Source: an optimization exercise on an open RTL-to-GDS flow (aim: small area, a short achievable clock period and few clock cycles). Production flows keep margins and buffers that such runs may drop. RTL that was checked went through simulation tests only; none was proved equivalent to the original. For runs 1, 3 and 4, only the layout was checked, not whether the RTL still works. Power and IR drop assume default switching activity.

$ cat flow/config.mk
export PLATFORM = sky130hd
export DESIGN_NAME = supermips_core
export DESIGN_NICKNAME = supermips_core
export VERILOG_FILES = /design/flow/design.v
export SDC_FILE = /design/flow/constraint.sdc
export NUM_CORES = 8
export LEC_CHECK = 0
export CAP_MARGIN = 40
export CORE_MARGIN = 2
export CORE_UTILIZATION = 40
export SLEW_MARGIN = 40
$ cat flow/constraint.sdc
create_clock -name core_clock -period 150.0 [get_ports {clock}]
set_input_delay 30.0000 -clock core_clock [delete_from_list [all_inputs] [get_ports {clock}]]
set_output_delay 30.0000 -clock core_clock [all_outputs]
set_load 0.01 [all_outputs]
$ cat flow/design.v
module muldiv #(parameter KM = 8, KD = 4) (
  input         clock,
  input         reset_n,
  input         start,
  input         op_mul,       
  input         op_madd,      
  input         op_div,       
  input         sgn,          
  input  [31:0] a,            
  input  [31:0] a_md,         
  input  [31:0] b,            
  input         wr_hi,
  input         wr_lo,
  output        busy,         
  output        busy_rd,      
  output [31:0] hi,           
  output [31:0] lo,
  output [31:0] hi_q,         
  output [31:0] lo_q,
  output        hi_neg,       
  output        lo_neg,
  output        fin,          
  output        fhi_neg,      
  output        flo_neg
);
  localparam NCM = 32 / KM;
  localparam NCD = 32 / KD;
  reg  [31:0] hi_r, lo_r;
  reg         hi_neg_r, lo_neg_r;
  reg  [31:0] m;              
  reg  [32:0] acc;            
  reg         busy_r, is_div, is_madd, is_sgn, neg_q, neg_r, dcin;
  reg         hneg;           
  reg  [2:0]  cnt;
  wire last_m = busy_r & (cnt == NCM - 1);
  wire last_d = busy_r & (cnt == NCD - 1);
  wire        a_neg  = sgn & op_div & a[31];
  wire        b_neg  = sgn & b[31];
  wire [31:0] e_m    = b ^ {32{op_div & ~b_neg}};
  wire [31:0] u_m    = busy_r ? m : e_m;
  wire [32:0] u_acc  = busy_r ? acc : {1'b0, op_madd ? (lo_r ^ {32{lo_neg_r}}) : 32'd0};
  wire [31:0] u_lo   = busy_r ? lo_r : a_md;
  wire        u_sgn  = busy_r ? is_sgn : (sgn & op_mul);
  wire        u_div  = busy_r ? is_div : op_div;
  wire        u_dcin = busy_r ? dcin : ~b_neg;
  assign fin  = busy_r & (is_div ? last_d : last_m);
  wire [31:0] hi_nx, lo_nx;
  wire        hi_neg_nx, lo_neg_nx;
  assign busy    = busy_r;
  assign busy_rd = busy_r & ~fin;
  assign hi      = fin ? hi_nx : hi_r;
  assign lo      = fin ? lo_nx : lo_r;
  assign hi_q    = hi_r;
  assign lo_q    = lo_r;
  assign hi_neg  = hi_neg_r;
  assign lo_neg  = lo_neg_r;
  assign fhi_neg = hi_neg_nx;
  assign flo_neg = lo_neg_nx;
  integer r, j;
  reg  [32:0] ms, mc, x, sum, cy, xh, s2, c2;
  reg  [KM-1:0] pbits;
  always_comb begin
    ms = u_acc;
    mc = {32'd0, ~busy_r & op_madd & lo_neg_r};
    for (r = 0; r < KM; r = r + 1) begin
      for (j = 0; j < 32; j = j + 1)
        x[j] = (u_m[j] & u_lo[r]) ^ (u_sgn & ((j == 31) ^ (last_m && (r == KM - 1))));
      x[32] = u_sgn & ((~busy_r && (r == 0)) || (last_m && (r == KM - 1)));
      sum = ms ^ mc ^ x;
      cy  = (ms & mc) | (ms & x) | (mc & x);
      pbits[r] = sum[0];
      ms = {1'b0, sum[32:1]};
      mc = cy;
    end
    xh = {1'b0, (last_m & is_madd) ? (hi_r ^ {32{hneg}}) : 32'd0};
    s2 = ms ^ mc ^ xh;
    c2 = (ms & mc) | (ms & xh) | (mc & xh);
  end
  wire [32:0] acc_nx = s2 + {c2[31:0], last_m & is_madd & hneg};
  integer k;
  reg  [31:0] dr, dq;
  reg  [32:0] r2;
  reg  [33:0] diff;
  always_comb begin
    dr = u_acc[31:0]; dq = u_lo;
    for (k = 0; k < KD; k = k + 1) begin
      r2   = {dr, dq[31]};
      diff = {1'b0, r2} + {2'b11, u_m} + {33'd0, u_dcin};
      dr   = diff[33] ? r2[31:0] : diff[31:0];
      dq   = {dq[30:0], ~diff[33]};
    end
  end
  wire [31:0] lo_step = u_div ? dq : {pbits, u_lo[31:KM]};
  assign hi_nx     = is_div ? dr : acc_nx[31:0];
  assign lo_nx     = lo_step;
  assign hi_neg_nx = is_div & neg_r;
  assign lo_neg_nx = is_div & neg_q & (dq != 32'd0);
  always_ff @(posedge clock, negedge reset_n)
    if (~reset_n) begin
      hi_r     <= 32'd0;
      lo_r     <= 32'd0;
      hi_neg_r <= 1'b0;
      lo_neg_r <= 1'b0;
      busy_r   <= 1'b0;
    end else begin
      if (fin) begin
        hi_r     <= hi_nx;
        lo_r     <= lo_nx;
        hi_neg_r <= hi_neg_nx;
        lo_neg_r <= lo_neg_nx;
        busy_r   <= 1'b0;
      end else if (busy_r | start)
        lo_r <= lo_step;
      if (start)
        busy_r <= 1'b1;
      if (wr_hi) begin
        hi_r     <= a;
        hi_neg_r <= 1'b0;
      end
      if (wr_lo) begin
        lo_r     <= a;
        lo_neg_r <= 1'b0;
      end
    end
  always_ff @(posedge clock) begin
    if (~busy_r) begin
      m       <= e_m;
      dcin    <= ~b_neg;
      hneg    <= hi_neg_r;
      is_div  <= op_div;
      is_madd <= op_madd;
      is_sgn  <= sgn & op_mul;
      neg_q   <= a_neg ^ (op_div & b_neg);
      neg_r   <= a_neg;
    end
    cnt <= busy_r ? cnt + 3'd1 : 3'd1;
    acc <= u_div ? {1'b0, dr} : acc_nx;
  end
endmodule
module supermips_core (
  input         clock,
  input         reset_n,
  output [31:0] icache_addr,
  output        icache_rd,
  input  [31:0] icache_data,
  input         icache_waitrequest,
  output [31:0] dcache_addr,
  output        dcache_rd,
  output        dcache_wr,
  output [31:0] dcache_wr_data,
  output [ 3:0] dcache_wr_be,
  input  [31:0] dcache_data,
  input         dcache_waitrequest
);
  reg  [31:0] pc_f;           
  reg  [31:0] ir;             
  reg         e_valid;
  reg         md_wp;          
  reg  [ 4:0] md_rd;
  reg         m_we;           
  reg  [ 4:0] m_rd;
  reg  [31:0] m_res;          
  reg         m_ld;           
  reg         m_st;           
  reg  [ 1:0] m_sz;           
  reg         m_sext;
  reg  [31:0] m_sd;           
  reg  [ 3:0] m_be;
  reg  [31:0] rf [1:31];
  reg  [31:1] rf_ok;          
  wire [5:0]  op = ir[31:26];
  wire [4:0]  rs = ir[25:21];
  wire [4:0]  rt = ir[20:16];
  wire [4:0]  rd = ir[15:11];
  wire [4:0]  sa = ir[10:6];
  wire [5:0]  fn = ir[5:0];
  wire [15:0] imm = ir[15:0];
  wire op_special  = (op == 6'h00);
  wire op_regimm   = (op == 6'h01);
  wire op_special2 = (op == 6'h1c);
  wire op_special3 = (op == 6'h1f);
  wire i_sll   = op_special & (fn == 6'd0);
  wire i_srl   = op_special & (fn == 6'd2);
  wire i_sra   = op_special & (fn == 6'd3);
  wire i_sllv  = op_special & (fn == 6'd4);
  wire i_srlv  = op_special & (fn == 6'd6);
  wire i_srav  = op_special & (fn == 6'd7);
  wire i_jr    = op_special & (fn == 6'd8);
  wire i_jalr  = op_special & (fn == 6'd9);
  wire i_movz  = op_special & (fn == 6'd10);
  wire i_movn  = op_special & (fn == 6'd11);
  wire i_mfhi  = op_special & (fn == 6'd16);
  wire i_mthi  = op_special & (fn == 6'd17);
  wire i_mflo  = op_special & (fn == 6'd18);
  wire i_mtlo  = op_special & (fn == 6'd19);
  wire i_mult  = op_special & (fn == 6'd24);
  wire i_multu = op_special & (fn == 6'd25);
  wire i_div   = op_special & (fn == 6'd26);
  wire i_divu  = op_special & (fn == 6'd27);
  wire i_add   = op_special & ((fn == 6'd32) | (fn == 6'd33));
  wire i_sub   = op_special & ((fn == 6'd34) | (fn == 6'd35));
  wire i_and   = op_special & (fn == 6'd36);
  wire i_or    = op_special & (fn == 6'd37);
  wire i_xor   = op_special & (fn == 6'd38);
  wire i_nor   = op_special & (fn == 6'd39);
  wire i_slt   = op_special & (fn == 6'd42);
  wire i_sltu  = op_special & (fn == 6'd43);
  wire i_bltz   = op_regimm & (rt == 5'h00);
  wire i_bgez   = op_regimm & (rt == 5'h01);
  wire i_bltzal = op_regimm & (rt == 5'h10);
  wire i_bgezal = op_regimm & (rt == 5'h11);
  wire i_j     = (op == 6'h02);
  wire i_jal   = (op == 6'h03);
  wire i_beq   = (op == 6'h04);
  wire i_bne   = (op == 6'h05);
  wire i_blez  = (op == 6'h06);
  wire i_bgtz  = (op == 6'h07);
  wire i_addi  = (op == 6'h08) | (op == 6'h09);
  wire i_slti  = (op == 6'h0a);
  wire i_sltiu = (op == 6'h0b);
  wire i_andi  = (op == 6'h0c);
  wire i_ori   = (op == 6'h0d);
  wire i_xori  = (op == 6'h0e);
  wire i_lui   = (op == 6'h0f);
  wire i_madd  = op_special2 & ((fn == 6'd0) | (fn == 6'd1));
  wire i_mul   = op_special2 & (fn == 6'd2);
  wire i_ext   = op_special3 & (fn == 6'd0);
  wire i_ins   = op_special3 & (fn == 6'd4);
  wire i_seb   = op_special3 & (fn == 6'd32) & (sa == 5'd16);
  wire i_seh   = op_special3 & (fn == 6'd32) & (sa == 5'd24);
  wire i_lb    = (op == 6'h20);
  wire i_lh    = (op == 6'h21);
  wire i_lw    = (op == 6'h23);
  wire i_lbu   = (op == 6'h24);
  wire i_lhu   = (op == 6'h25);
  wire i_sb    = (op == 6'h28);
  wire i_sh    = (op == 6'h29);
  wire i_sw    = (op == 6'h2b);
  wire i_load  = i_lb | i_lh | i_lw | i_lbu | i_lhu;
  wire i_store = i_sb | i_sh | i_sw;
  wire i_link_b = i_bltzal | i_bgezal;
  wire i_branch = i_beq | i_bne | i_blez | i_bgtz | i_bltz | i_bgez | i_link_b;
  wire i_ctrl   = i_branch | i_j | i_jal | i_jr | i_jalr;
  wire i_md_start = i_mult | i_multu | i_div | i_divu | i_madd;
  wire i_md_any   = i_md_start | i_mul | i_mfhi | i_mflo | i_mthi | i_mtlo;
  wire uses_rs = ~(i_j | i_jal);
  wire uses_rt = op_special | i_beq | i_bne | i_store | op_special2 |
                 (op_special3 & ~i_ext);
  wire dst_rd  = (op_special & ~(i_jr | i_mthi | i_mtlo | i_md_start)) |
                 i_seb | i_seh;
  wire dst_rt  = i_addi | i_slti | i_sltiu | i_andi | i_ori | i_xori | i_lui |
                 i_load | i_ext | i_ins;
  wire dst_31  = i_jal | i_link_b;
  wire [4:0] e_dst = dst_31 ? 5'd31 : dst_rd ? rd : rt;
  wire [31:0] rf_a = (rs != 5'd0 && rf_ok[rs]) ? rf[rs] : 32'd0;
  wire [31:0] rf_b = (rt != 5'd0 && rf_ok[rt]) ? rf[rt] : 32'd0;
  wire        byp_a = m_we & (m_rd == rs);
  wire        byp_b = m_we & (m_rd == rt);
  wire [31:0] a  = byp_a ? m_res : rf_a;
  wire [31:0] bt = byp_b ? m_res : rf_b;
  wire        imm_z  = i_andi | i_ori | i_xori;
  wire [31:0] simm   = {{16{imm[15]}}, imm};
  wire [31:0] b_imm  = imm_z ? {16'd0, imm} : simm;
  wire        use_imm = ~(op_special | op_special2 | op_special3 | op_regimm |
                          i_beq | i_bne);
  wire [31:0] b = use_imm ? b_imm : bt;
  wire [31:0] md_hi, md_lo, md_hi_q, md_lo_q;
  wire        md_hi_neg, md_lo_neg, md_fin, md_fhi_neg, md_flo_neg;
  wire        md_op   = i_md_start | i_mul;
  wire        dneg_a  = i_div & a[31];
  wire        neg_rd  = (i_mfhi & md_hi_neg) | (i_mflo & md_lo_neg);
  wire        zero_a  = dneg_a | i_mfhi | i_mflo;
  wire        do_sub  = i_sub | i_slt | i_sltu | i_slti | i_sltiu | dneg_a | neg_rd;
  wire [31:0] add_a   = zero_a ? 32'd0 : a;
  wire [31:0] add_b   = i_mfhi ? md_hi_q : i_mflo ? md_lo_q : dneg_a ? a : md_op ? 32'd0 : b;
  wire [32:0] sum     = {1'b0, add_a} + {1'b0, do_sub ? ~add_b : add_b} + {32'd0, do_sub};
  wire        ltu    = ~sum[32];
  wire        lts    = (a[31] & ~b[31]) | (sum[31] & ~(a[31] ^ b[31]));
  wire        sh_var  = i_sllv | i_srlv | i_srav;
  wire        sh_left = i_sll | i_sllv | i_ins;
  wire [4:0]  sh_amt  = sh_var ? a[4:0] : sa;
  wire [31:0] sh_in   = (i_ext | i_ins) ? a : bt;
  function automatic [31:0] rev32(input [31:0] v);
    integer q;
    for (q = 0; q < 32; q = q + 1) rev32[q] = v[31 - q];
  endfunction
  wire [31:0] sh_r    = (sh_left ? rev32(sh_in) : sh_in) >> sh_amt;
  wire [31:0] sh_out  = sh_left ? rev32(sh_r) : sh_r;
  wire [31:0] mask_f  = 32'hFFFF_FFFF >> (5'd31 - rd);    
  wire [31:0] mask_i  = {1'b0, mask_f[31:1]};            
  wire [31:0] pc_plus4 = pc_f + 32'd4;
  wire a_eq_b = (a == bt);
  wire a_zero = (a == 32'd0);
  wire taken  = i_j | i_jal | i_jr | i_jalr |
                (i_beq & a_eq_b) | (i_bne & ~a_eq_b) |
                (i_blez & (a[31] | a_zero)) | (i_bgtz & ~a[31] & ~a_zero) |
                ((i_bltz | i_bltzal) & a[31]) | ((i_bgez | i_bgezal) & ~a[31]);
  wire [31:0] target = (i_jr | i_jalr) ? a
                     : (i_j | i_jal)   ? {pc_f[31:28], ir[25:0], 2'b00}
                     :                   pc_f + {simm[29:0], 2'b00};
  reg  [31:0] alu;
  always_comb begin
    alu = sum[31:0];
    if (i_and | i_andi)           alu = a & b;
    else if (i_or | i_ori)        alu = a | b;
    else if (i_xor | i_xori)      alu = a ^ b;
    else if (i_nor)               alu = ~(a | b);
    else if (i_slt | i_slti)      alu = {31'd0, lts};
    else if (i_sltu | i_sltiu)    alu = {31'd0, ltu};
    else if (i_lui)               alu = {imm, 16'd0};
    else if (i_sll | i_srl | i_sra | i_sllv | i_srlv | i_srav)
                                  alu = sh_out;
    else if (i_ext)               alu = sh_out & mask_f;
    else if (i_ins)               alu = bt | (sh_out & mask_i);
    else if (i_seb)               alu = {{24{bt[7]}}, bt[7:0]};
    else if (i_seh)               alu = {{16{bt[15]}}, bt[15:0]};
    else if (i_movz | i_movn)     alu = a;
    else if (i_mfhi & md_fin)     alu = md_hi;
    else if (i_mflo & md_fin)     alu = md_lo;
    else if (i_jal | i_jalr)      alu = pc_plus4;
    else if (i_link_b)            alu = taken ? pc_plus4 : {16'd0, imm};
  end
  wire e_we = (dst_rd | dst_rt | dst_31) & (e_dst != 5'd0) &
              ~(i_movz & ~(bt == 32'd0)) & ~(i_movn & (bt == 32'd0));
  wire m_stall  = (m_ld | m_st) & dcache_waitrequest;
  wire f_done   = ~icache_waitrequest;
  wire md_busy, md_busy_rd;
  wire load_use = m_ld & m_we & ((uses_rs & (m_rd == rs)) | (uses_rt & (m_rd == rt)));
  wire md_wr    = md_wp & ~md_busy_rd & ~m_we;
  wire md_dep   = md_wp & ((uses_rs & (rs == md_rd)) | (uses_rt & (rt == md_rd)) |
                           (e_we & (e_dst == md_rd)));
  wire md_wait  = ((i_md_start | i_mul) & (md_busy | md_wp)) |
                  ((i_mthi | i_mtlo) & (md_busy_rd | md_wp)) |
                  (i_mfhi & (md_busy_rd | (md_fin & md_fhi_neg))) |
                  (i_mflo & (md_busy_rd | (md_fin & md_flo_neg))) | md_dep |
                  (md_wp & ~md_busy_rd & m_we & e_we);
  wire e_block  = e_valid & (load_use | md_wait | (i_ctrl & ~f_done));
  wire e_go     = ~m_stall & ~e_block;
  wire e_md_go  = e_valid & ~m_stall & ~load_use & ~md_wait;
  wire md_start = e_md_go & (i_md_start | i_mul);
  wire [31:0] sd = i_sb ? {4{bt[7:0]}} : i_sh ? {2{bt[15:0]}} : bt;
  wire [1:0]  ea = sum[1:0];
  wire [3:0]  be = i_sb ? (4'b1000 >> ea) : i_sh ? (ea[1] ? 4'b0011 : 4'b1100) : 4'b1111;
  always_ff @(posedge clock, negedge reset_n)
    if (~reset_n) begin
      pc_f       <= 32'd0;
      e_valid    <= 1'b0;
      md_wp      <= 1'b0;
      m_we       <= 1'b0;
      m_ld       <= 1'b0;
      m_st       <= 1'b0;
    end else begin
      if (md_wr)
        md_wp <= 1'b0;
      if (md_start & i_mul & (rd != 5'd0))
        md_wp <= 1'b1;
      if (e_go) begin
        m_we    <= e_valid & e_we;
        m_ld    <= e_valid & i_load;
        m_st    <= e_valid & i_store;
        e_valid <= f_done;
        if (f_done)
          pc_f <= (e_valid & taken) ? target : pc_plus4;
      end else if (~m_stall) begin
        m_we <= 1'b0;
        m_ld <= 1'b0;
        m_st <= 1'b0;
      end
    end
  always_ff @(posedge clock)
    if (md_start & i_mul) md_rd <= rd;
  always_ff @(posedge clock)
    if (e_go)
      ir <= icache_data;
  always_ff @(posedge clock)
    if (~m_stall) begin
      m_rd   <= e_dst;
      m_res  <= alu;
      m_sz   <= (i_lb | i_lbu) ? 2'd0 : (i_lh | i_lhu) ? 2'd1 : 2'd2;
      m_sext <= i_lb | i_lh;
      m_sd   <= sd;
      m_be   <= be;
    end
  assign dcache_addr    = m_res;
  assign dcache_rd      = m_ld;
  assign dcache_wr      = m_st;
  assign dcache_wr_data = m_sd;
  assign dcache_wr_be   = m_be;
  wire [1:0]  mo = m_res[1:0];
  wire [7:0]  ld_b = (mo == 2'd0) ? dcache_data[31:24] : (mo == 2'd1) ? dcache_data[23:16]
                   : (mo == 2'd2) ? dcache_data[15:8] : dcache_data[7:0];
  wire [15:0] ld_h = mo[1] ? dcache_data[15:0] : dcache_data[31:16];
  wire [31:0] ld_v = (m_sz == 2'd0) ? {{24{m_sext & ld_b[7]}}, ld_b}
                   : (m_sz == 2'd1) ? {{16{m_sext & ld_h[15]}}, ld_h}
                   : dcache_data;
  wire [31:0] wd = m_ld ? ld_v : md_wr ? md_lo : m_res;
  wire [ 4:0] wa = md_wr ? md_rd : m_rd;
  wire        rf_we = m_we | md_wr;
  always_ff @(posedge clock)
    if (rf_we) rf[wa] <= wd;
  always_ff @(posedge clock, negedge reset_n)
    if (~reset_n) rf_ok <= 31'd0;
    else if (rf_we) rf_ok[wa] <= 1'b1;
  assign icache_addr = pc_f;
  assign icache_rd   = 1'b1;
  muldiv MD (
    .clock   (clock),
    .reset_n (reset_n),
    .start   (md_start),
    .op_mul  (i_mult | i_multu | i_mul),
    .op_madd (i_madd),
    .op_div  (i_div | i_divu),
    .sgn     (i_mult | i_div),
    .a       (a),
    .a_md    (sum[31:0]),
    .b       (bt),
    .wr_hi   (e_md_go & i_mthi),
    .wr_lo   (e_md_go & i_mtlo),
    .busy    (md_busy),
    .busy_rd (md_busy_rd),
    .hi      (md_hi),
    .lo      (md_lo),
    .hi_q    (md_hi_q),
    .lo_q    (md_lo_q),
    .hi_neg  (md_hi_neg),
    .lo_neg  (md_lo_neg),
    .fin     (md_fin),
    .fhi_neg (md_fhi_neg),
    .flo_neg (md_flo_neg));
endmodule
$ cat flow/flow/run.sh
#!/bin/bash
# Layout flow: the standard layout (standard synthesis), with stronger
# port buffers than the default choice.
set -euo pipefail
W=$(pwd)
export BUFFER_PORTS_ARGS="-buffer_cell sky130_fd_sc_hd__buf_4"
bash "$W/standard.sh" > "$W/layout.log" 2>&1
$ cat flow/standard.sh
#!/bin/bash
# synth_recipe.tcl (not shown) runs the flow's synth.tcl, then flattens the netlist and writes it again
# the make line also repeats each setting of config.mk as NAME=value (left out here)
make -C /OpenROAD-flow-scripts/flow DESIGN_CONFIG=/design/flow/config.mk WORK_HOME=/design/flow/orfs CLKGATE_MAP_FILE= SYNTH_SCRIPT=/design/flow/synth_recipe.tcl "${@:-finish}"
==> reports/qor.csv, run 1 <==
stage,metric,value,unit
outcome,status,"complete, no violations",
layout,area_growth,13.15,%
drt,drtIter0Drc,14118,
synthesis,synth-main-ff-cell,edfxtp_1,
synthesis,syn_area,98980,um^2
layout,layout-drive-gt1-share,17.63,%
timing,setup_tns,0,ps
global_route,antenna_found_initial,38,
timing,finalSetupViolCount,0,
power,ir_drop,0.00001078,V
timing,relSlewSlack,28.73,%
die,rows,182,
timing,rsz0062_at_grt,false,
clocking,cts_setup_buffers,0,
min_path,hp-class,reg -> reg,
drt,wire_per_inst,40.98,um
synthesis,avgSynthCellArea,10.59,um^2
die,start_util,40.25,%
clocking,cts_tree,yes,
layout,design_area,112000,um^2
synthesis,synthCells,9344,
min_path,worstHoldStart,MD.cnt[0],
global_route,grt_use_total,40.95,%
synthesis,synth.distinct_cells,119,
clocking,clkTransAtPathRegs,60,ps
critical_path,crit_type,reg -> out,
timing,final_hold_viol_count,0,
global_route,grt_overflow_total,0,
critical_path,cp_cell_sequence,"buf_4, buf_4",
critical_path,cp_common_cell,buf_4,
clocking,clockRootBuffer,clkbuf_16,
synthesis,async_flop_share,10.19,%
global_route,grt_pass1_wl,708.0,mm
synthesis,synth_edf_count,1109,
layout,layout_commonest_cell,edfxtp_1,
critical_path,cpMaxStageDelayCell,edfxtp_1,
die,die_h,501.5,um
timing,fin_crit_sh,21.39,%
critical_path,cp_data_arrival_time,2090,ps
clocking,clock_path_buffers,3,
timing,tightest_slew,1061,ps
critical_path,start_kind,flip-flop,
drt,drt_wl_total,527.9,mm
timing,fmax,31.16,MHz
flow_run,drv_cap,0,
drt,dr.pass1.iters,12,
power,p_per_area,14.77,nW/um^2
layout,mostFrequentLayoutCells,"1109 x edfxtp_1, 935 x nand2_1, 682 x nor2_1, 610 x a21oi_1, 581 x buf_4",
critical_path,end_kind,output pin,
timing,slew_viol_final,0,
synthesis,yosys_warnings,2,
die,dieArea,251500,um^2
power,leakagePower,41.24,nW
die,core_area,245900,um^2
clocking,numClockSinks,1325,
layout,nets,10175,
die,io_pins,171,
synthesis,seq_area_frac_synth,38.69,%
clocking,clock_latency,900,ps
drt,antenna_left,0,
critical_path,reg2reg_from,ir[21],
timing,finalCriticalPeriod,32090,ps
critical_path,cp_top_family,buffers and inverters,
synthesis,synth-seq-cells,1325,
global_route,grt_pass1_vias,84012,
clocking,htree_levels,4,
drt,drc,0,
clocking,ctsHoldBuffers,0,
layout,fillerInstances,22666,
timing,fin_skew,77.83,ps
layout,post-route-util,45.54,%
place,place_area,106600,um^2
critical_path,slowest_delay,550,ps
global_route,grt_max_degree,107,
clocking,cts_buffers,154,
critical_path,worstPathMaxFanout,27,
critical_path,required,120000,ps
critical_path,crit_path_start,m_res[1],
clocking,cts.repair.resized,0,
drt,avgViaCountPerCell,6.909,
place,gp_congestion,1.120,
place,port-buffer-count,169,
critical_path,cp_num_buf_inv,2,
die,die_w,501.5,um
place,dp_hpwl,384.7,mm
drt,route.vias.total,89007,
## worst reg2reg max path, delay by kind of cell (launching register included)
kind | cells | cell delay (ps)
flip-flops | 1 | 800
AND/OR/NAND/NOR | 14 | 4270
multiplexers | 4 | 2150
XOR/XNOR | 1 | 240
adder cells (fa/ha/maj) | 7 | 3380
AO/OA/AOI/OAI | 46 | 12760
buffers and inverters | 12 | 3690
## cells in the mapped netlist, drive strengths merged (81+ instances only)
master	n	share of area (%)
nor2	735	2.8
o211ai	103	0.79
dfxtp	81	1.6
a22oi	135	1.0
nand3	145	0.74
clkbuf	390	1.5
a31oi	125	0.88
edfxtp	1109	34
fa	263	5.3
mux2	115	1.3
mux2i	454	4.6
buf	247	1.6
a21oi	637	3.2
xnor2	300	2.7
inv	380	1.4
nand2	943	3.6
ha	336	4.2
and2	90	0.57
a211oi	178	1.4
a21o	130	0.99
o21ai	475	2.4
nor3	130	0.68
xor2	141	1.2
dfrtp	135	3.4
mux4	398	9.1
## power by group
part | internal, W | switching (W) | total (W)
logic | 0.000235 | 0.000519 | 0.000754
clock network | 0.000213 | 0.000172 | 0.000385
registers | 0.000469 | 0.0000463 | 0.000515
## registers in the layout, summed over array words and instances (netlist names), 2 cells and up, named ones only
signal	count
ir	32
rf_ok	31
m_res	32
MD.lo_r	32
MD.m	32
MD.hi_r	32
m_sz	2
m_sd	32
MD.cnt	3
MD.acc	33
m_be	4
md_rd	5
m_rd	5
pc_f	32
rf	992
## per-layer routing
metal  share of wire, %  track usage [%]  wire length, um
met5              0.094                0              495
met4                9.6            32.27            50540
met3                 12            14.15            65680
met2                 42            58.89           219900
met1                 36            49.97           191300
## path summary, 6_finish.rpt
path,to,slack [ps],cells past startpoint
setup / recovery,dcache_addr[1],117910,2
max in group asynchronous,MD.hi_r[9],119600,2
setup reg to reg,m_res[25],122510,84
hold reg to reg,MD.cnt[0],400,1
hold / removal,MD.cnt[0],400,1
min in group asynchronous,pc_f[24],29170,1
## final cells by class
type                            instances  area (um^2)  area share, %
Timing Repair Buffer                  644         5213          4.654
Clock buffer                          201         4164          3.718
Clock inverter                         82        950.9         0.8490
Sequential cell                      1325        38340          34.23
Antenna cell                           27        67.56        0.06032
Inverter                              384         1444          1.289
Multi-Input combinational cell       6999        57800          51.60
Tap cell                             3220         4029          3.597
## cells by family (layout without fill, tap and decap cells)
logic type | count (synthesis) | in the layout | synth area share, %
AO/OA/AOI/OAI | 2509 | 2509 | 17.03
AND/OR/NAND/NOR | 2481 | 2481 | 11.31
flip-flops | 1325 | 1325 | 38.69
buffers and inverters | 1021 | 1311 | 4.537
multiplexers | 967 | 967 | 14.96
adder cells (fa/ha/maj) | 599 | 599 | 9.566
XOR/XNOR | 441 | 441 | 3.902
other | 1 | 29 | 0.003788
## per-stage QoR
step / hold slack [ps] / power [W] / instances / setup WS, ps
floorplan: 370.7 / 0.0008882 / 9345 / 117020
global placement: 380.0 / 0.001215 / 12543 / 116970
detailed placement: 385.0 / 0.001229 / 12564 / 117480
CTS: 396.7 / 0.001615 / 12847 / 117910
global route: 411.0 / 0.001687 / 12858 / 117920
finish: 395.7 / 0.001654 / 12882 / 117910
==> inputs of run 2 (changes only) <==
--- a/flow/design.v
+++ b/flow/design.v
@@ -59,3 +59,5 @@
   integer r, j;
-  reg  [32:0] ms, mc, x, sum, cy, xh, s2, c2;
+  reg  [32:0] ms, x;
+  reg  [33:0] sm;
+  reg         cy;
   reg  [KM-1:0] pbits;
@@ -63,3 +65,2 @@
     ms = u_acc;
-    mc = {32'd0, ~busy_r & op_madd & lo_neg_r};
     for (r = 0; r < KM; r = r + 1) begin
@@ -68,13 +69,22 @@
       x[32] = u_sgn & ((~busy_r && (r == 0)) || (last_m && (r == KM - 1)));
-      sum = ms ^ mc ^ x;
-      cy  = (ms & mc) | (ms & x) | (mc & x);
-      pbits[r] = sum[0];
-      ms = {1'b0, sum[32:1]};
-      mc = cy;
+      cy = (r == 0) && ~busy_r && op_madd && lo_neg_r;
+      for (j = 0; j < 33; j = j + 1) begin
+        sm[j] = ms[j] ^ x[j] ^ cy;
+        cy    = (ms[j] & x[j]) | (ms[j] & cy) | (x[j] & cy);
+      end
+      sm[33] = cy;
+      pbits[r] = sm[0];
+      ms = sm[33:1];
+    end
+  end
+  reg  [31:0] hi_mul, xh;
+  reg         ch;
+  always_comb begin
+    xh = is_madd ? (hi_r ^ {32{hneg}}) : 32'd0;
+    ch = is_madd & hneg;
+    for (j = 0; j < 32; j = j + 1) begin
+      hi_mul[j] = ms[j] ^ xh[j] ^ ch;
+      ch        = (ms[j] & xh[j]) | (ms[j] & ch) | (xh[j] & ch);
     end
-    xh = {1'b0, (last_m & is_madd) ? (hi_r ^ {32{hneg}}) : 32'd0};
-    s2 = ms ^ mc ^ xh;
-    c2 = (ms & mc) | (ms & xh) | (mc & xh);
   end
-  wire [32:0] acc_nx = s2 + {c2[31:0], last_m & is_madd & hneg};
   integer k;
@@ -93,3 +103,3 @@
   wire [31:0] lo_step = u_div ? dq : {pbits, u_lo[31:KM]};
-  assign hi_nx     = is_div ? dr : acc_nx[31:0];
+  assign hi_nx     = is_div ? dr : hi_mul;
   assign lo_nx     = lo_step;
@@ -136,3 +146,3 @@
     cnt <= busy_r ? cnt + 3'd1 : 3'd1;
-    acc <= u_div ? {1'b0, dr} : acc_nx;
+    acc <= u_div ? {1'b0, dr} : ms;
   end
==> flow/run.sh (new file) <==
#!/bin/bash
# synth_recipe.tcl (not shown) runs the flow's synth.tcl, then flattens the netlist and writes it again
# the make line also repeats each setting of config.mk as NAME=value (left out here)
make -C /OpenROAD-flow-scripts/flow DESIGN_CONFIG=/design/flow/config.mk WORK_HOME=/design/flow/orfs CLKGATE_MAP_FILE= SYNTH_SCRIPT=/design/flow/synth_recipe.tcl finish
--- a/flow/config.mk
+++ b/flow/config.mk
@@ -7,5 +7,5 @@
 export LEC_CHECK = 0
-export CAP_MARGIN = 40
+export CAP_MARGIN = 20
 export CORE_MARGIN = 2
 export CORE_UTILIZATION = 40
-export SLEW_MARGIN = 40
+export SLEW_MARGIN = 20
removed: flow/flow/run.sh
removed: flow/standard.sh
==> reports/qor.csv, run 2 <==
stage,metric,value,unit,change
outcome,status,finished with violations,,
outcome,so_faults,"max-capacitance violations, max-slew violations",,
power,leakagePower,40.04,nW,-2.9%
critical_path,cp_top_family,compound AO/OA/AOI/OAI gates,,
synthesis,synth-seq-cells,1325,,unchanged
timing,final_hold_viol_count,0,,unchanged
die,io_pins,171,,unchanged
drt,wire_per_inst,37.67,um,-8.1%
drt,avgViaCountPerCell,6.779,,-1.9%
timing,slew_viol_final,2,,+2
synthesis,synth.most_common_cell,edfxtp_1,,
min_path,hold_depth,1,,unchanged
layout,multi_input_area,55020,um^2,-4.8%
global_route,grt_max_degree,93,,-13%
synthesis,seq_area_frac_synth,39.87,%,+1.2 points
clocking,clock_path_buffers,3,,unchanged
critical_path,cp_cell_sequence,"clkdlybuf4s50_1, mux4_2, a31oi_1, o21a_2, nand2_1, o311a_2",,
timing,setup_tns,0,ps,unchanged
power,comb_power_share,46.0,%,+0.4 points
die,rows,179,,-1.6%
synthesis,synth_xor_area_share,3.719,%,-0.18 points
synthesis,syn_area,96060,um^2,-3.0%
power,switchingPower,0.0007505,W,+1.7%
synthesis,synth.area.mux_share,18.45,%,+3.5 points
synthesis,avgSynthCellArea,11.19,um^2,+5.7%
synthesis,synth.distinct_cells,108,,-9.2%
global_route,grt_overflow_total,0,,unchanged
timing,fin_skew,130.1,ps,+52.25 ps
critical_path,slowest_delay,1060,ps,+510 ps
power,intPower,0.0009318,W,+1.6%
global_route,grt_use_total,36.29,%,-4.7 points
layout,nets,9294,,-8.7%
critical_path,cp_data_arrival_time,33290,ps,+31200 ps
timing,relSlewSlack,-1.270,%,-30 points
synthesis,synthAdderAreaFrac,9.725,%,+0.16 points
layout,layout-drive-gt1-share,16.11,%,-1.5 points
die,core_area,238300,um^2,-3.1%
synthesis,synth_largest_area_cell,edfxtp_1,,
timing,fin_crit_sh,21.89,%,+0.50 points
clocking,clkTransAtPathRegs,60,ps,about the same
layout,largest_register_ffs,992,,unchanged
critical_path,rr_worst_depth,75,,-11%
synthesis,synth_compound_area_share,14.52,%,-2.5 points
synthesis,synth_edf_count,1109,,unchanged
critical_path,required,150450,ps,+30450 ps
clocking,cts.repair.resized,0,,unchanged
synthesis,synth_top_area_share,34.67,%,+1.0 points
clocking,clock_latency,880,ps,-20 ps
critical_path,end_kind,flip-flop,,
synthesis,async_flop_share,10.19,%,unchanged
drt,dr.pass1.iters,7,,-5
die,die_h,494.1,um,-1.5%
synthesis,synth_area_leaders,"edfxtp_1 35%, mux4_2 12%, fa_1 6.1%",,
critical_path,cpMaxStageDelayCell,o21a_2,,
timing,finalCriticalPeriod,32840,ps,+750.0 ps
critical_path,cp.depth,6,,+4
clocking,ctsHoldBuffers,0,,unchanged
critical_path,start_kind,input pin,,
layout,top_regs,"rf x992, MD.acc x33",,
synthesis,yosys_warnings,2,,unchanged
power,swShare,44.61,%,about the same
die,dieArea,244100,um^2,-2.9%
place,gp_congestion,1.115,,-0.49%
drt,drt_wl_total,450.6,mm,-15%
layout,post-route-util,45.29,%,-0.26 points
place,port-buffer-count,169,,unchanged
synthesis,synth_commonest_cells,"1109 x edfxtp_1, 802 x nor2_1, 719 x nand2_1",,
clocking,numClockSinks,1325,,unchanged
critical_path,crit_type,in -> reg,,
clocking,cts_setup_buffers,0,,unchanged
drt,drc,0,,unchanged
layout,area_growth,12.34,%,
synthesis,synth-main-ff-cell,edfxtp_1,,
die,start_util,40.31,%,+0.063 points
clocking,clockRootBuffer,clkbuf_16,,
timing,rsz0062_at_grt,false,,
global_route,grt_pass1_vias,77759,,-7.4%
layout,fillerInstances,21942,,-3.2%
critical_path,cp_num_buf_inv,1,,-1
synthesis,synthCells,8582,,-8.2%
flow_run,drv_cap,1,,+1
layout,layout_commonest_cell,edfxtp_1,,
power,seqPwrFrac,31.5,%,+0.4 points
global_route,antenna_found_initial,33,,-13%
timing,fmax,30.45,MHz,-2.3%
die,die_w,494.1,um,-1.5%
min_path,hp-class,reg -> reg,,
clocking,cts_buffers,150,,-2.6%
power,clock_power_share,22.5,%,-0.8 points
drt,route.vias.total,81097,,-8.9%
clocking,cts_tree,yes,,
global_route,grt_pass1_wl,623.3,mm,-12%
power,ir_drop,0.00001219,V,+13%
drt,drtIter0Drc,12557,,-11%
synthesis,synth_top_family_by_area,multiplexers,,
power,p_per_area,15.59,nW/um^2,+5.5%
layout,mostFrequentLayoutCells,"1109 x edfxtp_1, 760 x nor2_1, 718 x nand2_1, 568 x a21oi_1, 530 x mux4_2",,
layout,regMostFlops,rf,,
critical_path,worstPathMaxFanout,31,,+15%
place,dp_hpwl,314.3,mm,-18%
drt,antenna_left,0,,unchanged
layout,seq_area,38330,um^2,about the same
synthesis,yosys.area_share.simple,9.903,%,-1.4 points
timing,tightest_slew,1510,ps,+449.1 ps
timing,finalSetupViolCount,0,,unchanged
clocking,htree_levels,4,,unchanged
## run 2: power groups by stage
| stage | Sequential (W) | Clock (W) | Combinational [W] |
|---|---|---|---|
| 5_1_grt | 0.000531 | 0.000395 | 0.000796 |
| 3_3_place_gp | 0.000532 | 0 | 0.000721 |
| 2_1_floorplan | 0.000513 | 0 | 0.000401 |
| 3_5_place_dp | 0.000533 | 0 | 0.000729 |
| 4_1_cts | 0.000526 | 0.000380 | 0.000733 |
| 6_report | 0.000530 | 0.000379 | 0.000773 |
## run 2: layout make-up
type	count	area share (%)
Clock inverter	97	1.054
Multi-Input combinational cell	6347	50.98
Inverter	318	1.110
Tap cell	3167	3.672
Clock buffer	179	3.598
Timing Repair Buffer	512	4.023
Antenna cell	18	0.04174
Sequential cell	1325	35.52
## run 2: final timing paths
path	slack, ps	endpoint	from
max in group asynchronous	119110	MD.busy_r	reset_n
setup reg to reg	118590	m_res[31]	flip-flop
setup / recovery	117160	rf[28][29]	dcache_data[31]
hold reg to reg	400	MD.cnt[0]	MD.cnt[0]
min in group asynchronous	29090	MD.lo_r[3]	reset_n
hold / removal	400	MD.cnt[0]	MD.cnt[0]
## run 2: metal layers
metal | up-vias | wire length [um] | global-route usage, %
li1 | 32752 | - | -
met1 | 40972 | 161100 | 44.78
met2 | 5833 | 197800 | 54.59
met3 | 1516 | 53270 | 11.12
met4 | 24 | 38220 | 24.68
met5 | - | 146 | 0
## run 2: logic make-up after synthesis
| family | count (synthesis) |
|---|---|
| xor gates and xnor gates | 407 |
| AOI/OAI and AO/OA | 2120 |
| adders and majority gates | 572 |
| muxes | 1095 |
| DFF | 1325 |
| buffers and inverters | 910 |
| and+or+nand+nor | 2152 |
| other | 1 |
## run 2: metrics by stage
| stage | instances | hold slack, ps | total power [W] | area (um^2) | worst slack [ps] |
|---|---|---|---|---|---|
| 3_5_place_dp | 11665 | 383.0 | 0.001262 | 102600 | 116330 |
| 6_report | 11963 | 399.2 | 0.001682 | 107900 | 117160 |
| 4_1_cts | 11941 | 396.3 | 0.001639 | 107600 | 117180 |
| 5_1_grt | 11945 | 412.7 | 0.001722 | 107900 | 117160 |
| 2_1_floorplan | 8582 | 370.7 | 0.0009140 | 96060 | 115590 |
| 3_3_place_gp | 11663 | 379.1 | 0.001253 | 102600 | 116480 |
Testbench counts of run 2, summed over its fixed seeds: cycles 61,454.
==> inputs of run 3 (changes only) <==
--- a/flow/design.v
+++ b/flow/design.v
@@ -22,2 +22,3 @@
   output        fin,          
+  output        hi_dead,      
   output        fhi_neg,      
@@ -29,2 +30,3 @@
   reg         hi_neg_r, lo_neg_r;
+  reg         hi_dead_r;
   reg  [31:0] m;              
@@ -50,3 +52,4 @@
   assign busy_rd = busy_r & ~fin;
-  assign hi      = fin ? hi_nx : hi_r;
+  assign hi      = (fin & ~hi_dead_r) ? hi_nx : hi_r;
+  assign hi_dead = hi_dead_r;
   assign lo      = fin ? lo_nx : lo_r;
@@ -59,5 +62,3 @@
   integer r, j;
-  reg  [32:0] ms, x;
-  reg  [33:0] sm;
-  reg         cy;
+  reg  [32:0] ms, mc, x, sum, cy, xh, s2, c2;
   reg  [KM-1:0] pbits;
@@ -65,2 +66,3 @@
     ms = u_acc;
+    mc = {32'd0, ~busy_r & op_madd & lo_neg_r};
     for (r = 0; r < KM; r = r + 1) begin
@@ -68,23 +70,14 @@
         x[j] = (u_m[j] & u_lo[r]) ^ (u_sgn & ((j == 31) ^ (last_m && (r == KM - 1))));
-      x[32] = u_sgn & ((~busy_r && (r == 0)) || (last_m && (r == KM - 1)));
-      cy = (r == 0) && ~busy_r && op_madd && lo_neg_r;
-      for (j = 0; j < 33; j = j + 1) begin
-        sm[j] = ms[j] ^ x[j] ^ cy;
-        cy    = (ms[j] & x[j]) | (ms[j] & cy) | (x[j] & cy);
-      end
-      sm[33] = cy;
-      pbits[r] = sm[0];
-      ms = sm[33:1];
-    end
-  end
-  reg  [31:0] hi_mul, xh;
-  reg         ch;
-  always_comb begin
-    xh = is_madd ? (hi_r ^ {32{hneg}}) : 32'd0;
-    ch = is_madd & hneg;
-    for (j = 0; j < 32; j = j + 1) begin
-      hi_mul[j] = ms[j] ^ xh[j] ^ ch;
-      ch        = (ms[j] & xh[j]) | (ms[j] & ch) | (xh[j] & ch);
+      x[32] = u_sgn & (((~busy_r || (cnt == 3'd0)) && (r == 0)) || (last_m && (r == KM - 1)));
+      sum = ms ^ mc ^ x;
+      cy  = (ms & mc) | (ms & x) | (mc & x);
+      pbits[r] = sum[0];
+      ms = {1'b0, sum[32:1]};
+      mc = cy;
     end
+    xh = {1'b0, (last_m & is_madd) ? (hi_r ^ {32{hneg}}) : 32'd0};
+    s2 = ms ^ mc ^ xh;
+    c2 = (ms & mc) | (ms & xh) | (mc & xh);
   end
+  wire [32:0] acc_nx = s2 + {c2[31:0], last_m & is_madd & hneg};
   integer k;
@@ -103,3 +96,3 @@
   wire [31:0] lo_step = u_div ? dq : {pbits, u_lo[31:KM]};
-  assign hi_nx     = is_div ? dr : hi_mul;
+  assign hi_nx     = is_div ? dr : acc_nx[31:0];
   assign lo_nx     = lo_step;
@@ -114,13 +107,20 @@
       busy_r   <= 1'b0;
+      hi_dead_r <= 1'b0;
     end else begin
       if (fin) begin
-        hi_r     <= hi_nx;
-        lo_r     <= lo_nx;
-        hi_neg_r <= hi_neg_nx;
-        lo_neg_r <= lo_neg_nx;
-        busy_r   <= 1'b0;
-      end else if (busy_r | start)
+        if (~hi_dead_r) begin
+          hi_r     <= hi_nx;
+          hi_neg_r <= hi_neg_nx;
+        end
+        lo_r      <= lo_nx;
+        lo_neg_r  <= lo_neg_nx;
+        busy_r    <= 1'b0;
+        hi_dead_r <= 1'b0;
+      end else if (busy_r)
         lo_r <= lo_step;
-      if (start)
-        busy_r <= 1'b1;
+      if (start) begin
+        busy_r    <= 1'b1;
+        lo_r      <= busy_r ? a_md : lo_step;
+        hi_dead_r <= 1'b0;
+      end
       if (wr_hi) begin
@@ -128,2 +128,4 @@
         hi_neg_r <= 1'b0;
+        if (busy_r & ~fin)
+          hi_dead_r <= 1'b1;
       end
@@ -135,3 +137,3 @@
   always_ff @(posedge clock) begin
-    if (~busy_r) begin
+    if (~busy_r | start) begin
       m       <= e_m;
@@ -145,4 +147,4 @@
     end
-    cnt <= busy_r ? cnt + 3'd1 : 3'd1;
-    acc <= u_div ? {1'b0, dr} : ms;
+    cnt <= (busy_r & start) ? 3'd0 : busy_r ? cnt + 3'd1 : 3'd1;
+    acc <= (busy_r & start) ? 33'd0 : u_div ? {1'b0, dr} : acc_nx;
   end
@@ -277,3 +279,3 @@
   wire [31:0] md_hi, md_lo, md_hi_q, md_lo_q;
-  wire        md_hi_neg, md_lo_neg, md_fin, md_fhi_neg, md_flo_neg;
+  wire        md_hi_neg, md_lo_neg, md_fin, md_fhi_neg, md_flo_neg, md_hi_dead;
   wire        md_op   = i_md_start | i_mul;
@@ -341,5 +343,5 @@
                            (e_we & (e_dst == md_rd)));
-  wire md_wait  = ((i_md_start | i_mul) & (md_busy | md_wp)) |
-                  ((i_mthi | i_mtlo) & (md_busy_rd | md_wp)) |
-                  (i_mfhi & (md_busy_rd | (md_fin & md_fhi_neg))) |
+  wire md_wait  = ((i_md_start | i_mul) & (md_wp | (md_busy & i_madd))) |
+                  (i_mtlo & (md_busy_rd | md_wp)) |
+                  (i_mfhi & ~md_hi_dead & (md_busy_rd | (md_fin & md_fhi_neg))) |
                   (i_mflo & (md_busy_rd | (md_fin & md_flo_neg))) | md_dep |
@@ -437,2 +439,3 @@
     .fin     (md_fin),
+    .hi_dead (md_hi_dead),
     .fhi_neg (md_fhi_neg),
==> flow/flow/run.sh (new file) <==
#!/bin/bash
# Layout flow: the standard layout (standard synthesis), with stronger
# port buffers than the default choice.
set -euo pipefail
W=$(pwd)
export BUFFER_PORTS_ARGS="-buffer_cell sky130_fd_sc_hd__buf_4"
bash "$W/standard.sh" > "$W/layout.log" 2>&1
==> flow/standard.sh (new file) <==
#!/bin/bash
# synth_recipe.tcl (not shown) runs the flow's synth.tcl, then flattens the netlist and writes it again
# the make line also repeats each setting of config.mk as NAME=value (left out here)
make -C /OpenROAD-flow-scripts/flow DESIGN_CONFIG=/design/flow/config.mk WORK_HOME=/design/flow/orfs CLKGATE_MAP_FILE= SYNTH_SCRIPT=/design/flow/synth_recipe.tcl "${@:-finish}"
--- a/flow/config.mk
+++ b/flow/config.mk
@@ -7,5 +7,5 @@
 export LEC_CHECK = 0
-export CAP_MARGIN = 20
+export CAP_MARGIN = 40
 export CORE_MARGIN = 2
 export CORE_UTILIZATION = 40
-export SLEW_MARGIN = 20
+export SLEW_MARGIN = 40
removed: flow/run.sh
==> reports/qor.csv, run 3 <==
stage,metric,value,unit,change
critical_path,required,150440,ps,about the same
drt,drt_wl_total,526.6,mm,+17%
global_route,antenna_found_initial,51,,+55%
timing,relSlewSlack,26.38,%,+28 points
synthesis,async_flop_share,10.26,%,+0.068 points
die,rows,182,,+1.7%
global_route,grt_overflow_total,0,,unchanged
clocking,cts.repair.resized,0,,unchanged
synthesis,synth_commonest_cells,"1144 x edfxtp_1, 1046 x nand2_1, 685 x nor2_1",,
critical_path,cpMaxStageDelayCell,buf_4,,
flow_run,drv_cap,0,,-1
layout,area_growth,12.72,%,
synthesis,synth-main-ff-cell,edfxtp_1,,
synthesis,synth_top_area_share,34.75,%,+0.078 points
timing,fin_crit_sh,22.28,%,+0.39 points
timing,fmax,29.92,MHz,-1.7%
drt,antenna_left,0,,unchanged
die,io_pins,171,,unchanged
layout,post-route-util,45.32,%,about the same
timing,tightest_slew,1099,ps,-410.8 ps
layout,top_regs,"rf x992, MD.acc x33",,
critical_path,cp_common_cell,buf_4,,
clocking,clkTransAtPathRegs,60,ps,about the same
synthesis,syn_area,98870,um^2,+2.9%
drt,wire_per_inst,40.45,um,+7.4%
clocking,numClockSinks,1326,,+0.075%
synthesis,synth_xor_area_share,3.657,%,-0.061 points
clocking,htree_levels,4,,unchanged
power,power.total,0.002090,W,+24%
layout,fillerInstances,22828,,+4.0%
synthesis,synth.distinct_cells,104,,-3.7%
place,dp_hpwl,375.0,mm,+19%
min_path,hp-class,reg -> reg,,
synthesis,synthCells,9504,,+11%
drt,drc,0,,unchanged
power,leakagePower,41.23,nW,+3.0%
timing,finalWorstSetupSlack,116580,ps,-581.0 ps
synthesis,synth_edf_count,1144,,+3.2%
drt,dr.pass1.iters,8,,+1
timing,finalCriticalPeriod,33420,ps,+581.0 ps
clocking,cts_setup_buffers,0,,unchanged
critical_path,worstPathMaxFanout,53,,+71%
synthesis,synth-seq-cells,1326,,+0.075%
synthesis,avgSynthCellArea,10.40,um^2,-7.1%
clocking,clock_path_buffers,3,,unchanged
layout,nets,10316,,+11%
timing,final_hold_viol_count,0,,unchanged
die,core_area,245900,um^2,+3.2%
layout,layout_commonest_cell,edfxtp_1,,
place,port-buffer-count,169,,unchanged
synthesis,synth_largest_area_cell,edfxtp_1,,
layout,regMostFlops,rf,,
synthesis,synth_area_leaders,"edfxtp_1 35%, mux4_2 8.1%, fa_1 5.3%",,
drt,drtIter0Drc,15258,,+22%
global_route,grt_max_degree,80,,-14%
synthesis,yosys_warnings,2,,unchanged
timing,rsz0062_at_grt,false,,
synthesis,synth.most_common_cell,edfxtp_1,,
critical_path,cp_data_arrival_time,33860,ps,+570 ps
die,die_h,501.2,um,+1.4%
critical_path,start_kind,input pin,,
synthesis,synth_compound_area_share,17.62,%,+3.1 points
synthesis,seq_area_frac_synth,39.12,%,-0.75 points
power,p_per_area,18.75,nW/um^2,+20%
clocking,clockRootBuffer,clkbuf_16,,
place,gp_congestion,1.113,,-0.16%
timing,fin_skew,83.65,ps,-46.43 ps
layout,largest_register_ffs,992,,unchanged
drt,avgViaCountPerCell,7.031,,+3.7%
synthesis,synth_top_family_by_area,compound AO/OA/AOI/OAI gates,,
timing,setup_tns,0,ps,unchanged
place,place_ws,115970,ps,-351.0 ps
layout,mostFrequentLayoutCells,"1144 x edfxtp_1, 1042 x nand2_1, 640 x nor2_1, 598 x a21oi_1, 557 x buf_4",,
timing,finalSetupViolCount,0,,unchanged
power,ir_drop,0.00001298,V,+6.5%
clocking,cts_buffers,150,,unchanged
die,start_util,40.20,%,-0.11 points
critical_path,end_kind,flip-flop,,
global_route,grt_pass1_vias,86591,,+11%
critical_path,crit_type,in -> reg,,
layout,layout-drive-gt1-share,15.88,%,-0.22 points
drt,route.vias.total,91548,,+13%
critical_path,cp_cell_sequence,"buf_4, o21a_1, inv_4, o2111ai_1, a31o_2, o31ai_4, buf_4, nand2_1, nand2_2, buf_4",,
clocking,clock_latency,890,ps,about the same
timing,slew_viol_final,0,,-2
outcome,status,"complete, no violations",,
synthesis,synthAdderAreaFrac,9.603,%,-0.12 points
clocking,ctsHoldBuffers,0,,unchanged
die,dieArea,251200,um^2,+2.9%
clocking,cts_tree,yes,,
global_route,grt_use_total,40.86,%,+4.6 points
synthesis,yosys.area_share.simple,11.97,%,+2.1 points
die,die_w,501.2,um,+1.4%
synthesis,synth.area.mux_share,14.06,%,-4.4 points
global_route,grt_pass1_wl,712.6,mm,+14%
critical_path,slowest_delay,720,ps,-340 ps
==> run 3: cell types whose count changed after synthesis, sizes merged, moves of 39 or more <==
cell / change
nand2: +326
mux4: -174
a22oi: +143
o21ai: +127
nor2: -115
nand3: +87
a31oi: +70
o22ai: +60
ha: +57
a22o: +45
xnor2: +44
xor2: -39
==> run 3: metal layers <==
layer	vias to the layer above	part of all wire, %	global-route usage (%)	wire (um)
li1	36445	-	-	-
met1	45482	34	47.52	180200
met2	7338	42	59.83	221900
met3	2241	13	14.71	68330
met4	42	11	34.62	55490
met5	-	0.13	0.9454	687
==> run 3: power breakdown <==
| group | internal [W] | total, W | switching, W |
|---|---|---|---|
| Clock | 0.000203 | 0.000371 | 0.000168 |
| Sequential | 0.000501 | 0.000560 | 0.0000590 |
| Combinational | 0.000348 | 0.00116 | 0.000810 |
==> run 3: kinds of logic (layout without fill, tap and decap cells) <==
family	Yosys count	count (layout)
AOI/OAI and AO/OA	2644	2644
xor gates and xnor gates	412	412
DFF	1326	1326
and+or+nand+nor	2619	2619
muxes	931	931
buffers and inverters	970	1230
other	1	38
adders and majority gates	601	601
==> run 3: metrics by stage <==
| stage | hold WS [ps] | cells | instance area (um^2) |
|---|---|---|---|
| 2_1_floorplan | 438.7 | 9504 | 98870 |
| 3_3_place_gp | 449.9 | 12688 | 105500 |
| 3_5_place_dp | 463.3 | 12699 | 106200 |
| 4_1_cts | 476.3 | 12968 | 111000 |
| 5_1_grt | 491.9 | 12990 | 111400 |
| 6_report | 481.1 | 13021 | 111500 |
==> run 3: critical path: cells and delay by family <==
kind                   cells  cell delay, ps
buffers and inverters      4            1910
AO/OA/AOI/OAI              4            1330
AND/OR/NAND/NOR            2             490
==> run 3: worst paths after layout <==
kind                            depth (start not counted)         end  slack [ps]                from
worst max-delay path                                   10    MD.m[12]      116580  dcache_waitrequest
min in group asynchronous                               1    pc_f[10]       29190             reset_n
max in group asynchronous                               2  MD.hi_r[0]      119610             reset_n
worst min register to register                          1   rf_ok[18]         480           rf_ok[18]
worst max register to register                         89    m_res[4]      120970           flip-flop
worst min-delay path                                    1   rf_ok[18]         480           rf_ok[18]
==> run 3: cell type report <==
type | instances | area, um^2 | area share [%]
Multi-Input combinational cell | 7208 | 57600 | 51.68
Sequential cell | 1326 | 38710 | 34.73
Timing Repair Buffer | 612 | 4908 | 4.404
Tap cell | 3220 | 4029 | 3.615
Clock buffer | 198 | 3984 | 3.575
Inverter | 349 | 1313 | 1.178
Clock inverter | 71 | 812.0 | 0.7286
Antenna cell | 37 | 92.59 | 0.08308
==> inputs of run 4 (changes only) <==
--- a/flow/design.v
+++ b/flow/design.v
@@ -180,2 +180,9 @@
   reg  [ 3:0] m_be;
+  reg         w_we;           
+  reg  [ 4:0] w_rd;
+  reg  [31:0] w_val;          
+  reg         w_ld;
+  reg  [ 1:0] w_sz;
+  reg         w_sext;
+  reg  [ 1:0] w_off;          
   reg  [31:0] rf [1:31];
@@ -266,8 +273,15 @@
   wire [4:0] e_dst = dst_31 ? 5'd31 : dst_rd ? rd : rt;
+  wire [31:0] md_hi, md_lo, md_hi_q, md_lo_q;
+  wire        md_hi_neg, md_lo_neg, md_fin, md_fhi_neg, md_flo_neg, md_hi_dead;
   wire [31:0] rf_a = (rs != 5'd0 && rf_ok[rs]) ? rf[rs] : 32'd0;
   wire [31:0] rf_b = (rt != 5'd0 && rf_ok[rt]) ? rf[rt] : 32'd0;
-  wire        byp_a = m_we & (m_rd == rs);
-  wire        byp_b = m_we & (m_rd == rt);
-  wire [31:0] a  = byp_a ? m_res : rf_a;
-  wire [31:0] bt = byp_b ? m_res : rf_b;
+  wire [31:0] w_res;
+  wire        byp_a  = m_we & (m_rd == rs);
+  wire        byp_b  = m_we & (m_rd == rt);
+  wire        bypw_a = w_we & (w_rd == rs);
+  wire        bypw_b = w_we & (w_rd == rt);
+  wire        bypd_a = md_wp & (md_rd == rs);
+  wire        bypd_b = md_wp & (md_rd == rt);
+  wire [31:0] a  = bypd_a ? md_lo_q : byp_a ? m_res : bypw_a ? w_res : rf_a;
+  wire [31:0] bt = bypd_b ? md_lo_q : byp_b ? m_res : bypw_b ? w_res : rf_b;
   wire        imm_z  = i_andi | i_ori | i_xori;
@@ -278,4 +292,2 @@
   wire [31:0] b = use_imm ? b_imm : bt;
-  wire [31:0] md_hi, md_lo, md_hi_q, md_lo_q;
-  wire        md_hi_neg, md_lo_neg, md_fin, md_fhi_neg, md_flo_neg, md_hi_dead;
   wire        md_op   = i_md_start | i_mul;
@@ -340,5 +352,5 @@
   wire load_use = m_ld & m_we & ((uses_rs & (m_rd == rs)) | (uses_rt & (m_rd == rt)));
-  wire md_wr    = md_wp & ~md_busy_rd & ~m_we;
-  wire md_dep   = md_wp & ((uses_rs & (rs == md_rd)) | (uses_rt & (rt == md_rd)) |
-                           (e_we & (e_dst == md_rd)));
+  wire md_wr    = md_wp & ~md_busy_rd & ~w_we;
+  wire md_dep   = md_wp & md_busy & ((uses_rs & (rs == md_rd)) | (uses_rt & (rt == md_rd)));
+  wire md_kill  = md_wp & e_we & (e_dst == md_rd);
   wire md_wait  = ((i_md_start | i_mul) & (md_wp | (md_busy & i_madd))) |
@@ -346,4 +358,3 @@
                   (i_mfhi & ~md_hi_dead & (md_busy_rd | (md_fin & md_fhi_neg))) |
-                  (i_mflo & (md_busy_rd | (md_fin & md_flo_neg))) | md_dep |
-                  (md_wp & ~md_busy_rd & m_we & e_we);
+                  (i_mflo & (md_busy_rd | (md_fin & md_flo_neg))) | md_dep;
   wire e_block  = e_valid & (load_use | md_wait | (i_ctrl & ~f_done));
@@ -363,4 +374,6 @@
       m_st       <= 1'b0;
+      w_we       <= 1'b0;
     end else begin
-      if (md_wr)
+      w_we <= m_we & ~m_stall;
+      if (md_wr | (e_valid & e_go & md_kill))
         md_wp <= 1'b0;
@@ -400,12 +413,20 @@
   assign dcache_wr_be   = m_be;
-  wire [1:0]  mo = m_res[1:0];
-  wire [7:0]  ld_b = (mo == 2'd0) ? dcache_data[31:24] : (mo == 2'd1) ? dcache_data[23:16]
-                   : (mo == 2'd2) ? dcache_data[15:8] : dcache_data[7:0];
-  wire [15:0] ld_h = mo[1] ? dcache_data[15:0] : dcache_data[31:16];
-  wire [31:0] ld_v = (m_sz == 2'd0) ? {{24{m_sext & ld_b[7]}}, ld_b}
-                   : (m_sz == 2'd1) ? {{16{m_sext & ld_h[15]}}, ld_h}
-                   : dcache_data;
-  wire [31:0] wd = m_ld ? ld_v : md_wr ? md_lo : m_res;
-  wire [ 4:0] wa = md_wr ? md_rd : m_rd;
-  wire        rf_we = m_we | md_wr;
+  always_ff @(posedge clock) begin
+    w_rd   <= m_rd;
+    w_val  <= m_ld ? dcache_data : m_res;
+    w_ld   <= m_ld;
+    w_sz   <= m_sz;
+    w_sext <= m_sext;
+    w_off  <= m_res[1:0];
+  end
+  wire [7:0]  ld_b = (w_off == 2'd0) ? w_val[31:24] : (w_off == 2'd1) ? w_val[23:16]
+                   : (w_off == 2'd2) ? w_val[15:8] : w_val[7:0];
+  wire [15:0] ld_h = w_off[1] ? w_val[15:0] : w_val[31:16];
+  assign w_res = ~w_ld ? w_val
+               : (w_sz == 2'd0) ? {{24{w_sext & ld_b[7]}}, ld_b}
+               : (w_sz == 2'd1) ? {{16{w_sext & ld_h[15]}}, ld_h}
+               : w_val;
+  wire [31:0] wd = md_wr ? md_lo : w_res;
+  wire [ 4:0] wa = md_wr ? md_rd : w_rd;
+  wire        rf_we = w_we | md_wr;
   always_ff @(posedge clock)
--- a/flow/config.mk
+++ b/flow/config.mk
@@ -10,2 +10,3 @@
 export CORE_UTILIZATION = 40
+export CTS_BUF_LIST = sky130_fd_sc_hd__clkbuf_8 sky130_fd_sc_hd__clkbuf_4
 export SLEW_MARGIN = 40
==> reports/qor.csv, run 4 <==
stage,metric,value,unit,change
timing,tightest_slew,1032,ps,-67.45 ps
timing,fin_crit_sh,21.50,%,-0.78 points
timing,slew_viol_final,0,,unchanged
place,dp_hpwl,373.9,mm,-0.31%
synthesis,syn_area,101000,um^2,+2.1%
critical_path,r2r_setup_slack,122310,ps,+1340 ps
power,ir_drop,0.000008925,V,-31%
clocking,cts_buffers,233,,+55%
clocking,numClockSinks,1370,,+3.3%
layout,top_regs,"rf x992, MD.acc x33",,
timing,relSlewSlack,31.22,%,+4.8 points
synthesis,synth.area.mux_share,17.12,%,+3.1 points
layout,area_growth,12.46,%,
layout,design_area,113500,um^2,+1.9%
synthesis,synth-seq-cells,1370,,+3.3%
synthesis,synth_top_area_share,34.03,%,-0.72 points
clocking,clkTransAtPathRegs,60,ps,about the same
drt,avgViaCountPerCell,6.761,,-3.8%
drt,drc,0,,unchanged
synthesis,synth_commonest_cells,"1144 x edfxtp_1, 928 x nand2_1, 717 x nor2_1",,
place,port-buffer-count,169,,unchanged
layout,regMostFlops,rf,,
critical_path,crit_type,in -> reg,,
clocking,htree_levels,4,,unchanged
synthesis,async_flop_share,10.00,%,-0.26 points
critical_path,end_kind,flip-flop,,
die,start_util,40.19,%,about the same
min_path,hold_depth,0,,-1
clocking,cts_setup_buffers,0,,unchanged
synthesis,seq_area_frac_synth,39.19,%,+0.069 points
drt,route.vias.total,88035,,-3.8%
place,gp_congestion,1.129,,+1.5%
layout,layout-drive-gt1-share,21.15,%,+5.3 points
synthesis,yosys.area_share.simple,10.77,%,-1.2 points
power,power.total,0.001756,W,-16%
synthesis,synth.distinct_cells,114,,+9.6%
die,dieArea,256400,um^2,+2.1%
critical_path,start_kind,input pin,,
die,rows,184,,+1.1%
synthesis,avgSynthCellArea,10.93,um^2,+5.0%
drt,dr.pass1.iters,6,,-2
place,place_area,108400,um^2,+2.1%
synthesis,synthAdderAreaFrac,9.404,%,-0.20 points
timing,setup_tns,0,ps,unchanged
layout,nets,10125,,-1.9%
timing,finalCriticalPeriod,32250,ps,-1173 ps
global_route,grt_max_degree,147,,+84%
min_path,hp-class,reg -> reg,,
drt,drtIter0Drc,12837,,-16%
timing,fmax,31.01,MHz,+3.6%
outcome,status,"complete, no violations",,
synthesis,yosys_warnings,2,,unchanged
layout,largest_register_ffs,992,,unchanged
min_path,hold_end,w_sz[1],,
timing,timing.hold.ws,415.7,ps,-65.36 ps
global_route,antenna_found_initial,65,,+27%
drt,antenna_left,0,,unchanged
flow_run,drv_cap,0,,unchanged
drt,wire_per_inst,40.02,um,-1.0%
timing,final_hold_viol_count,0,,unchanged
critical_path,worstPathMaxFanout,40,,-25%
synthesis,synth_compound_area_share,15.45,%,-2.2 points
synthesis,synth_xor_area_share,3.945,%,+0.29 points
synthesis,synth_area_leaders,"edfxtp_1 34%, mux4_2 11%, fa_1 5.2%",,
critical_path,cp_data_arrival_time,32870,ps,-990 ps
synthesis,synthCells,9239,,-2.8%
global_route,grt_overflow_total,0,,unchanged
die,die_h,506.4,um,+1.0%
synthesis,synth.most_common_cell,edfxtp_1,,
die,io_pins,171,,unchanged
clocking,clockRootBuffer,clkbuf_8,,
die,die_w,506.4,um,+1.0%
clocking,clock_path_buffers,3,,unchanged
layout,layout_commonest_cell,edfxtp_1,,
synthesis,synth-main-ff-cell,edfxtp_1,,
drt,drt_wl_total,521.1,mm,-1.0%
layout,mostFrequentLayoutCells,"1144 x edfxtp_1, 924 x nand2_1, 668 x nor2_1, 592 x buf_4",,
timing,finalSetupViolCount,0,,unchanged
clocking,cts_tree,yes,,
clocking,cts.repair.resized,0,,unchanged
critical_path,worst_r2r_endpoint,ir[12],,
global_route,grt_pass1_vias,84451,,-2.5%
timing,rsz0062_at_grt,false,,
global_route,grt_use_total,39.62,%,-1.2 points
synthesis,synth_top_family_by_area,multiplexers,,
power,leakagePower,42.08,nW,+2.1%
timing,fin_skew,106.7,ps,+23.10 ps
min_path,worstHoldStart,m_sz[1],,
clocking,clock_latency,1090,ps,+200 ps
die,core_area,251200,um^2,+2.1%
clocking,ctsHoldBuffers,0,,unchanged
global_route,grt_pass1_wl,704.3,mm,-1.2%
synthesis,synth_edf_count,1144,,unchanged
critical_path,rr_worst_depth,87,,-2.2%
power,p_per_area,15.46,nW/um^2,-18%
critical_path,required,150620,ps,+180 ps
synthesis,synth_largest_area_cell,edfxtp_1,,
==> run 4: cell count changes in the layout (fill, tap and decap cells not counted), sizes merged, moves of 35 or more <==
| cell | delta |
|---|---|
| o221ai | +40 |
| a211oi | -37 |
| o21ai | -115 |
| mux2i | -84 |
| mux2 | +118 |
| a22oi | -125 |
| nand2 | -117 |
| o31ai | +47 |
| dfxtp | +43 |
| mux4 | +127 |
| a21oi | -122 |
| clkbuf | +121 |
| a22o | -35 |
| nand3 | -40 |
==> run 4: critical path, stage by stage <==
cell	delay, ps
buf_4	120
o21a_1	350
inv_4	230
nand2_1	190
nor2_2	500
nand2b_1	390
buf_4	340
nand2_2	90
buf_4	530
==> run 4: per-stage QoR <==
step / setup WS (ps) / utilization, % / cells
6_report: 117750 / 45.20 / 13021
5_1_grt: 117670 / 45.18 / 13002
4_1_cts: 117850 / 45.11 / 12989
3_5_place_dp: 116800 / 43.16 / 12562
3_3_place_gp: 116470 / 42.91 / 12549
2_1_floorplan: 116870 / - / 9239
==> run 4: layout make-up <==
class	instances	area (um^2)
diodes	25	62.56
clock buffers	320	3923
clock inverters	107	991.0
fillers	23141	137600
inverters	353	1330
multi-input cells	6865	58450
flip-flops and latches	1370	39600
well taps	3348	4189
repair buffers	633	4991
==> run 4: worst max path at each step <==
stage / slack, ps / start / endpoint / depth (start not counted)
4_1_cts: 117850 / m_ld / dcache_rd / 2
6_report: 117750 / dcache_waitrequest / MD.m[2] / 9
2_1_floorplan: 116870 / dcache_waitrequest / m_we / 4
3_3_place_gp: 116470 / dcache_waitrequest / MD.m[0] / 9
5_1_grt: 117670 / dcache_waitrequest / MD.m[2] / 9
3_5_place_dp: 116800 / dcache_waitrequest / MD.m[12] / 9
==> run 4: report_power, final <==
part | internal (W) | switching (W)
clock | 0.000191 | 0.000172
sequential | 0.000492 | 0.0000552
combinational | 0.000263 | 0.000582
==> run 4: cells by family after synthesis <==
family          count (synthesis)
compound gates               2293
xor+xnor                      453
fa+ha+maj                     601
buf+inv                      1004
flops                        1370
mux                          1092
other cells                     1
simple gates                 2425
==> run 4: routing by layer <==
layer,wire length (um),vias up,global-route usage (%)
li1,-,35589,-
met1,185700,44548,46.99
met2,230700,6132,60.48
met3,57210,1730,11.96
met4,47250,36,30.03
met5,257,-,0

separate check: timing with driven ports:
The results above use ideal ports. As a check the final layouts listed here were re-extracted and re-timed, cells and wires unchanged.
Step 1: set_driving_cell puts a clkbuf_16 on clock and a buf_2 on each other input, an assumption about the parent block.
Step 2 also shifts input and output timing later by t, the mid clock arrival at the registers, as if the neighbouring blocks saw the same clock.
a / b / c = ideal ports / drivers / drivers and shift; a / b = the first two.
| run | t (ns) | setup WS [ns] | worst register clock-pin slew, ns |
|---|---|---|---|
| run 1 | 0.953 | 117.912 / 117.818 / 117.361 | 0.07 / 0.07 |
| run 2 | 0.920 | 117.162 / 117.232 / 116.312 | 0.08 / 0.08 |
| run 3 | 0.957 | 116.581 / 116.650 / 115.693 | 0.07 / 0.07 |
| run 4 | 1.150 | 117.754 / 117.821 / 116.674 | 0.07 / 0.07 |
For run 4, which loses most, drivers alone change the setup slack by +0.067 ns; drivers and shift together by -1.080 ns.
